This is an optimization exercise on Yosys and OpenROAD, whose aim is small area, not a production implementation.
In this exercise RTL edits were held to simulation tests only and were not proved equivalent to the original.
No activity file was given, so power comes from the tool's default toggle rates.

==> flow/design.v <==
module stage23_encode_module (
    clk , rst_n ,
    original_data_1 , original_data_2 , original_data_3 ,
    message_en_in ,
    message_en_out ,
    packet_head_data_out ,
    length_fast_1_out , length_fast_2_out , length_fast_3_out ,
    message_fast_1_out , message_fast_2_out , message_fast_3_out ,
    packet_ETX_data_out
    );
    input          clk , rst_n , message_en_in ;
    input  [263:0] original_data_1 , original_data_2 , original_data_3 ;
    output         message_en_out ;
    output [119:0] packet_head_data_out ;
    output [7:0]   length_fast_1_out , length_fast_2_out , length_fast_3_out ;
    output [343:0] message_fast_1_out , message_fast_2_out , message_fast_3_out ;
    output [7:0]   packet_ETX_data_out ;
    reg         en1 ;
    reg [263:0] s1_d1 , s1_d2 , s1_d3 ;
    always @( posedge clk ) begin
        en1   <= rst_n & message_en_in ;
        s1_d1 <= original_data_1 ;
        s1_d2 <= original_data_2 ;
        s1_d3 <= original_data_3 ;
    end
    reg  [7:0]  dict_pid , dict_mc , dict_mt ;
    wire [23:0] eh1 , eh2 , eh3 ;
    wire        v1 , v2 , v3 ;
    hdr_eff #( .SLOT3 ( 0 ) ) he1 ( .d ( s1_d1 ) , .d2 ( s1_d2 ) , .eh ( eh1 ) , .valid ( v1 ) );
    hdr_eff #( .SLOT3 ( 0 ) ) he2 ( .d ( s1_d2 ) , .d2 ( s1_d2 ) , .eh ( eh2 ) , .valid ( v2 ) );
    hdr_eff #( .SLOT3 ( 1 ) ) he3 ( .d ( s1_d3 ) , .d2 ( s1_d2 ) , .eh ( eh3 ) , .valid ( v3 ) );
    wire [2:0] ne1 = { eh1[23:16] != dict_pid , eh1[15:8] != dict_mc , eh1[7:0] != dict_mt } ;
    wire [2:0] ne2 = { eh2[23:16] != dict_pid , eh2[15:8] != dict_mc , eh2[7:0] != dict_mt } ;
    wire [2:0] ne3 = { eh3[23:16] != dict_pid , eh3[15:8] != dict_mc , eh3[7:0] != dict_mt } ;
    always @( posedge clk ) begin
        if ( !rst_n )
            { dict_pid , dict_mc , dict_mt } <= 24'd0 ;
        else if ( en1 ) begin
            if ( v3 )
                { dict_pid , dict_mc , dict_mt } <= eh3 ;
            else if ( v2 )
                { dict_pid , dict_mc , dict_mt } <= eh2 ;
            else if ( v1 )
                { dict_pid , dict_mc , dict_mt } <= eh1 ;
        end
    end
    reg  [79:0] seq ;
    wire [9:0]  seq_all ;
    wire [10:0] seq_tg ;
    wire [79:0] seq_t ;
    assign seq_tg[0] = en1 ;
    genvar sg , si ;
    generate
        for ( sg = 0 ; sg < 10 ; sg = sg + 1 ) begin : gsq
            assign seq_all[sg]    = &seq[8 * sg + 7 : 8 * sg] ;
            assign seq_tg[sg + 1] = seq_tg[sg] & seq_all[sg] ;
            assign seq_t[8 * sg]  = seq_tg[sg] ;
            for ( si = 1 ; si < 8 ; si = si + 1 ) begin : gsb
                assign seq_t[8 * sg + si] = seq_t[8 * sg + si - 1] & seq[8 * sg + si - 1] ;
            end
        end
    endgenerate
    always @( posedge clk ) begin
        if ( !rst_n )
            seq <= { 80 { 1'b1 } } ;
        else
            seq <= seq ^ seq_t ;
    end
    reg         en2 ;
    reg [263:0] s2_d1 , s2_d2 , s2_d3 ;
    reg [2:0]   s2_ne1 , s2_ne2 , s2_ne3 ;
    reg [1:0]   s2_k1 , s2_k2 , s2_k3 ;       
    always @( posedge clk ) begin
        en2    <= rst_n & en1 ;
        s2_d1  <= s1_d1 ;
        s2_d2  <= s1_d2 ;
        s2_d3  <= s1_d3 ;
        s2_ne1 <= ne1 ;
        s2_ne2 <= ne2 ;
        s2_ne3 <= ne3 ;
        s2_k1  <= { 1'b0 , ne1[2] } + { 1'b0 , ne1[1] } + { 1'b0 , ne1[0] } ;
        s2_k2  <= { 1'b0 , ne2[2] } + { 1'b0 , ne2[1] } + { 1'b0 , ne2[0] } ;
        s2_k3  <= { 1'b0 , ne3[2] } + { 1'b0 , ne3[1] } + { 1'b0 , ne3[0] } ;
    end
    fast_slot #( .QUIRK ( 1 ) ) fs1 ( .d ( s2_d1 ) , .qd ( s2_d1 ) , .ne ( s2_ne1 ) , .k ( s2_k1 ) ,
                                      .msg ( message_fast_1_out ) , .len ( length_fast_1_out ) );
    fast_slot #( .QUIRK ( 0 ) ) fs2 ( .d ( s2_d2 ) , .qd ( s2_d2 ) , .ne ( s2_ne2 ) , .k ( s2_k2 ) ,
                                      .msg ( message_fast_2_out ) , .len ( length_fast_2_out ) );
    fast_slot #( .QUIRK ( 0 ) ) fs3 ( .d ( s2_d3 ) , .qd ( s2_d2 ) , .ne ( s2_ne3 ) , .k ( s2_k3 ) ,
                                      .msg ( message_fast_3_out ) , .len ( length_fast_3_out ) );
    wire [1:0] msg_count = { 1'b0 , s2_d1[255:248] != 8'd0 } +
                           { 1'b0 , s2_d2[255:248] != 8'd0 } +
                           { 1'b0 , s2_d3[255:248] != 8'd0 } ;
    assign message_en_out       = en2 ;
    assign packet_head_data_out = { 8'hAA , 8'h0F , seq , 16'h0000 , 6'b000000 , msg_count } ;
    assign packet_ETX_data_out  = 8'h55 ;
endmodule
module hdr_eff #( parameter SLOT3 = 0 ) ( d , d2 , eh , valid );
    input  [263:0] d , d2 ;
    output [23:0]  eh ;
    output         valid ;
    wire [7:0] c = d[255:248] ;
    wire [7:0] t = d[247:240] ;
    wire is_d = ( c == 8'h64 ) ;
    wire is_q = ( c == 8'h71 ) ;
    wire is_n = ( c == 8'h4e ) ;
    wire n_ok = ( t == 8'h4c ) | ( t == 8'h4d ) | ( t == 8'h4e ) | ( t == 8'h52 ) | ( t == 8'h53 ) ;
    assign valid = ( c == 8'h61 ) | is_d | ( c == 8'h6b ) | is_q | is_n ;
    wire zero = is_d | ( is_n & !n_ok ) ;
    wire [23:0] h = ( SLOT3 && is_q ) ? d2[263:240] : d[263:240] ;
    assign eh = zero ? 24'd0 : h ;
endmodule
module fast_slot #( parameter QUIRK = 0 ) ( d , qd , ne , k , msg , len );
    input  [263:0] d , qd ;
    input  [2:0]   ne ;
    input  [1:0]   k ;
    output [343:0] msg ;
    output [7:0]   len ;
    wire [7:0] P = d[263:256] ;
    wire [7:0] C = d[255:248] ;
    wire [7:0] T = d[247:240] ;
    wire is_a = ( C == 8'h61 ) ;
    wire is_d = ( C == 8'h64 ) ;
    wire is_k = ( C == 8'h6b ) ;
    wire is_q = ( C == 8'h71 ) ;
    wire is_n = ( C == 8'h4e ) ;
    wire n_lr = is_n & ( ( T == 8'h4c ) | ( T == 8'h52 ) ) ;
    wire n_m  = is_n & ( T == 8'h4d ) ;
    wire n_ns = is_n & ( ( T == 8'h4e ) | ( T == 8'h53 ) ) ;
    wire fam  = is_a | is_k | n_lr | n_m | n_ns ;    
    wire nonq = fam | is_d ;
    wire [5:0] base = is_a ? 6'd28 : is_k ? 6'd32 : ( is_d | is_q ) ? 6'd19 :
                      n_lr ? 6'd2 : n_m ? 6'd6 : n_ns ? 6'd10 : 6'd0 ;
    assign len = { 2'b00 , base } + { 6'd0 , ( nonq | is_q ) ? k : 2'd0 } ;
    wire [7:0] g2 = ne[0] ? T : ne[1] ? C : P ;
    wire [7:0] g1 = ( ne[0] & ne[1] ) ? C : P ;
    wire [7:0] g0 = P ;
    wire [135:0] dbody = { d[262:240] , 8'h00 , d[239:231] , d[222:200] , 8'h00 , d[199:135] } ;
    wire [7:0] y [0:37] ;
    genvar mi ;
    generate
        for ( mi = 0 ; mi <= 34 ; mi = mi + 1 ) begin : gy
            localparam integer m = mi - 2 ;
            wire [7:0] fv , dv , qv ;
            wire       fs , ds , qs ;
            if ( m < 0 ) begin : neg
                assign fv = 8'h00 ; assign fs = 1'b0 ;
            end else if ( m < 3 ) begin : hdr
                assign fv = ( m == 0 ) ? g0 : ( m == 1 ) ? g1 : g2 ;
                assign fs = fam ;
            end else begin : body
                assign fv = d[239 - 8 * ( m - 3 ) -: 8] ;
                assign fs = fam & ( base >= m ) ;
            end
            if ( m >= 3 && m <= 19 ) begin : dd
                assign dv = dbody[135 - 8 * ( m - 3 ) -: 8] ;
                assign ds = is_d ;
            end else begin : nd
                assign dv = 8'h00 ; assign ds = 1'b0 ;
            end
            if ( m <= 8 ) begin : qq
                assign qv = qd[239 - 8 * ( m + 8 ) -: 8] ;
                assign qs = ( m < 0 ) ? 1'b1 : is_q ;
            end else begin : nq
                assign qv = 8'h00 ; assign qs = 1'b0 ;
            end
            assign y[mi] = ( { 8 { fs } } & fv ) | ( { 8 { ds } } & dv ) | ( { 8 { qs } } & qv ) ;
        end
    endgenerate
    assign y[35] = 8'h00 ;
    assign y[36] = 8'h00 ;
    assign y[37] = 8'h00 ;
    wire [7:0] z [0:37] ;    
    genvar j ;
    generate
        for ( j = 0 ; j <= 37 ; j = j + 1 ) begin : gz
            if ( j == 0 ) begin : z0
                assign z[j] = k[0] ? 8'h00 : y[j] ;
            end else begin : zn
                assign z[j] = k[0] ? y[j - 1] : y[j] ;
            end
        end
    endgenerate
    wire [7:0] o [0:34] ;
    generate
        for ( j = 0 ; j <= 34 ; j = j + 1 ) begin : go
            wire [7:0] sh = k[1] ? z[j + 1] : z[j + 3] ;
            if ( j == 0 ) begin : pm0
                assign o[j] = is_q ? sh : { nonq , ~ne[2] & nonq , ~ne[1] & nonq , ~ne[0] & nonq , 4'b0000 } ;
            end else if ( j == 1 ) begin : pm1
                assign o[j] = is_q ? sh : 8'h00 ;
            end else begin : rest
                assign o[j] = sh ;
            end
        end
    endgenerate
    wire [343:0] norm ;
    generate
        for ( j = 0 ; j <= 34 ; j = j + 1 ) begin : gm
            assign norm[343 - 8 * j -: 8] = o[j] ;
        end
    endgenerate
    assign norm[63:0] = 64'd0 ;
    wire quirk = ( QUIRK != 0 ) & n_lr & ( ne == 3'b011 ) ;
    assign msg = quirk ? { 7'b0 , C , T , 321'b0 } : norm ;
endmodule
export LEC_CHECK = 0
export CAP_MARGIN = 20
export CORE_AREA = 5 5 1095 255
export CTS_BUF_LIST = sky130_fd_sc_hd__clkbuf_16
export CTS_CLUSTER_DIAMETER = 100
export CTS_CLUSTER_SIZE = 20
export DIE_AREA = 0 0 1100 260
export SLEW_MARGIN = 20
create_clock -name core_clock -period 7.0 [get_ports {clk}]
standard.sh (not shown) runs the stock make flow with config.mk's settings and CLKGATE_MAP_FILE= SYNTH_SCRIPT=/design/flow/synth_recipe.tcl, a recipe that flattens the netlist after the stock synthesis.
==> flow/flow/run.sh <==
#!/bin/bash
# Own layout flow: the standard flow, except that
#  - synthesis maps with an area-oriented ABC script (same Yosys passes and registers otherwise),
#  - the port buffers are the smallest buffer cell.
set -euo pipefail
W=$(pwd)
F=$W/flow

# ORFS's synth.tcl with the ABC call replaced
sed -e 's|log_cmd abc {\*}\$abc_args|log_cmd abc -script $::env(OWN_ABC_SCRIPT) {*}$lib_args {*}$lib_dont_use_args|' \
    "$FLOW_HOME/scripts/synth.tcl" > "$W/own_synth.tcl"
grep -q 'OWN_ABC_SCRIPT' "$W/own_synth.tcl"
export OWN_SYNTH_TCL=$W/own_synth.tcl
export OWN_ABC_SCRIPT=$F/abc_area.script

bash standard.sh SYNTH_SCRIPT="$F/synth_wrap.tcl" synth > "$W/own_synth.log" 2>&1
bash standard.sh BUFFER_PORTS_ARGS="-buffer_cell sky130_fd_sc_hd__buf_1" finish > "$W/own_layout.log" 2>&1
test -s out/final.def
==> flow/flow/abc_area.script <==
strash
dc2
dch -f
amap
==> flow/flow/synth_wrap.tcl <==
proc synth {args} { yosys synth -nofsm -noshare {*}$args }
source $::env(OWN_SYNTH_TCL)
# left out here: clear keep_hierarchy, flatten, clean up, hide names made inside functions, write 1_2_yosys.v
Change:
--- a/flow/config.mk
+++ b/flow/config.mk
@@ -7,8 +7,9 @@
 export LEC_CHECK = 0
 export CAP_MARGIN = 20
-export CORE_AREA = 5 5 1095 255
+export CORE_AREA = 5 5 715 715
 export CTS_BUF_LIST = sky130_fd_sc_hd__clkbuf_16
 export CTS_CLUSTER_DIAMETER = 100
 export CTS_CLUSTER_SIZE = 20
-export DIE_AREA = 0 0 1100 260
+export DIE_AREA = 0 0 720 720
+export PLACE_DENSITY = 0.3
 export SLEW_MARGIN = 20
The changed run finished with timing, DRC and antenna clean.
Die area rose by 81%.
Power rose by 15%.
Maximum frequency fell by 2.0%.
Via count fell by 2.1%.
Combinational power rose by about 9%.
Wire length rose by 23%.
Setup slack is worse by 0.13 ns.
Cell area rose by 9.9%.

re-timing with driven ports:
The flow's constraints put no driver on any port. The routed layouts listed below were extracted and timed again, unchanged, in two steps. Step 1, drivers: a clkbuf_16 drives clk and a buf_2 each remaining input, both assumed. Step 2 times the ports against the registers' clock, not the clock port: input delays grow and output delays shrink by t, the midpoint of the rising clock arrivals with the driver on. Three values: ideal ports, drivers, drivers and shift; two values: the first two.
run | shift t [ns] | slack for setup (ns) | worst setup path at the end
the first run | 0.873 | 0.288 / 0.180 / 1.054 | register to output
the second run | 0.932 | 0.154 / 0.058 / 0.990 | register to output
After both steps every run listed still meets setup and hold.
